Context: an optimization exercise on an open-source flow, tuned for small area and a short achievable clock period. The choices shown serve that exercise and are no tape-out recipe.

== old ==
## fpu_addmul
module fpu_addmul(
  input  wire        clk,
  input  wire        op,      
  input  wire [31:0] s,
  input  wire [31:0] t,
  output wire [31:0] d
);
function [48:0] skl_carry;
  input [47:0] a;
  input [47:0] b;
  input        ci;
  reg   [48:0] cg, cp;
  integer i, k;
  begin
    cg = {a & b, ci};
    cp = {a ^ b, 1'b0};
    for (k = 0; k < 6; k = k + 1)
      for (i = 0; i < 49; i = i + 1)
        if (((i >> k) & 1) == 1) begin
          cg[i] = cg[i] | (cp[i] & cg[((i >> k) << k) - 1]);
          cp[i] = cp[i] & cp[((i >> k) << k) - 1];
        end
    skl_carry = cg;
  end
endfunction
function [4:0] lzc32;
  input [31:0] x;
  reg [15:0] v0, p0;
  reg [7:0]  v1; reg [15:0] p1;
  reg [3:0]  v2; reg [11:0] p2;
  reg [1:0]  v3; reg [7:0]  p3;
  integer k;
  begin
    for (k = 0; k < 16; k = k + 1) begin
      v0[k] = x[2*k+1] | x[2*k];
      p0[k] = ~x[2*k+1];
    end
    for (k = 0; k < 8; k = k + 1) begin
      v1[k] = v0[2*k+1] | v0[2*k];
      p1[2*k+1 -: 2] = v0[2*k+1] ? {1'b0, p0[2*k+1]} : {1'b1, p0[2*k]};
    end
    for (k = 0; k < 4; k = k + 1) begin
      v2[k] = v1[2*k+1] | v1[2*k];
      p2[3*k+2 -: 3] = v1[2*k+1] ? {1'b0, p1[4*k+3 -: 2]} : {1'b1, p1[4*k+1 -: 2]};
    end
    for (k = 0; k < 2; k = k + 1) begin
      v3[k] = v2[2*k+1] | v2[2*k];
      p3[4*k+3 -: 4] = v2[2*k+1] ? {1'b0, p2[6*k+5 -: 3]} : {1'b1, p2[6*k+2 -: 3]};
    end
    lzc32 = v3[1] ? {1'b0, p3[7:4]} : {1'b1, p3[3:0]};
  end
endfunction
wire [7:0]  es = s[30:23], et = t[30:23];
  ...
Size: ~3700 cells after synthesis, about 160 flip-flops, ~31000 um2 of cells after synthesis.
export LEC_CHECK = 0
export CAP_MARGIN = 20
export CORE_MARGIN = 2
export CORE_UTILIZATION = 40
export CTS_BUF_LIST = sky130_fd_sc_hd__clkbuf_4 sky130_fd_sc_hd__clkbuf_8
export SLEW_MARGIN = 20
export SYNTH_HIERARCHICAL = 1
export TNS_END_PERCENT = 5
create_clock -name core_clock -period 13.0 [get_ports {clk}]
standard.sh (not shown) runs the stock make flow with config.mk's settings and CLKGATE_MAP_FILE= SYNTH_SCRIPT=/design/flow/synth_recipe.tcl, a recipe that flattens the netlist after the stock synthesis.
==> flow/flow/run.sh <==
#!/bin/bash
set -euo pipefail
export SETUP_SLACK_MARGIN=7
export BUFFER_PORTS_ARGS="-buffer_cell sky130_fd_sc_hd__buf_2"
bash standard.sh > standard.log 2>&1
## Diff of input files: new against old
diff --git a/flow/design.v b/flow/design.v
--- a/flow/design.v
+++ b/flow/design.v
@@ -1727,22 +1727,20 @@
 endfunction
 wire [7:0]  es = s[30:23], et = t[30:23];
 wire [22:0] ms = s[22:0],  mt = t[22:0];
 wire [48:0] cmp_c = skl_carry({17'd0, t[30:0]}, {17'd0, ~s[30:0]}, 1'b1);
 wire        sgt = ~cmp_c[31];             
 wire        eqm = s[30:0] == t[30:0];
-wire [48:0] cmp_d = skl_carry({17'd0, s[30:0]}, {17'd0, ~t[30:0]}, 1'b1);
-wire        sge = cmp_d[31];
+wire [31:0] g_a = sgt ? s : t;
 wire [31:0] l_a = sgt ? t : s;
 wire        is_add = s[31] == t[31];
 wire [48:0] dst_c = skl_carry({40'd0, es}, {40'd0, ~et}, 1'b1);
 wire [48:0] dts_c = skl_carry({40'd0, et}, {40'd0, ~es}, 1'b1);
 wire [7:0]  dst = es ^ ~et ^ dst_c[7:0];
 wire [7:0]  dts = et ^ ~es ^ dts_c[7:0];
 wire        ege = dst_c[8];               
-wire [31:0] g_a = {sgt ? s[31] : t[31], ege ? es : et, sge ? ms : mt};
 wire [26:0] l27_st = {2'b01, mt, 2'b00} >> dst[4:0];    
 wire [26:0] l27_ts = {2'b01, ms, 2'b00} >> dts[4:0];    
 wire [26:0] l27_a  = sgt ? l27_st : l27_ts;
 reg [31:0] pos, pot;
 integer j;
 always @* begin
@@ -1791,13 +1789,13 @@
   mst1_1  <= mst1_a;
   mst0_1  <= mst0_a;
   ovf1_1  <= esum >= 9'd381;
   ovf0_1  <= esum >= 9'd382;
   udf1    <= esum < 9'd127;
   nexp0_1 <= esum[7:0] - 8'd127;
-  lm1     <= sge ? mt : ms;
+  lm1     <= l_a[22:0];
 end
 wire        a_sign, a_rsh, a_sta, a_stb, a_inc, a_rinc, a_infa;
 wire [7:0]  a_e0;
 wire [4:0]  a_esub;
 wire [25:0] a_v, a_vsp;
 wire        a_sp;
Notes after the runs:
- new: PASS, flow complete, no timing, DRC or antenna violations
- Looking at overall routed net length, new sits 1.8 mm lower than old does.
- Relative to old, the final cell count measured on new has decreased slightly.
- Changes observed in new relative to old: number of placement rows decreased 1, flip-flop and latch area increased 39 um2.
- From old to new the numbers moved as follows: count of buffers not belonging to the clock network in the layout rose about 3.4%; starting density of the core about even; post-route cell area fell about 1.1%.
- Looking at detailed-routing iteration count for the pre-antenna-repair pass, new sits 1 above old.
- Re number of cells on the worst hold path: new is 2 up on old.
No functional check of the RTL was part of any run of this note.

==> static timing again, ports no longer ideal <==
The results above use ideal ports. As a check the final layouts listed here were re-extracted and re-timed, cells and wires unchanged. Step 1 (the two cells are an assumption about what drives the block):
set clk [get_ports {clk}]
set_driving_cell -lib_cell sky130_fd_sc_hd__clkbuf_16 $clk
set_driving_cell -lib_cell sky130_fd_sc_hd__buf_2 [delete_from_list [all_inputs] $clk]
Step 2, shift: input delay + t, output delay - t, t = (earliest + latest rising clock arrival at the registers) / 2. This alone moves slack from input paths to output paths. a / b / c = ideal / step 1 / step 2; a / b = the first two.
| run | t, ns | setup slack, ns | hold slack, ns | slew at the worst register clock pin (ns) |
|---|---|---|---|---|
| old | 0.555 | 6.746 / 6.746 / 6.368 | 0.591 / 0.591 / 0.591 | 0.12 / 0.12 |
| new | 0.560 | 6.833 / 6.833 / 6.627 | 0.654 / 0.654 / 0.654 | 0.11 / 0.11 |
After both steps setup and hold are still met in every run listed. For old, which loses most, drivers alone change the setup slack by 0.000 ns; drivers and shift together by -0.378 ns.
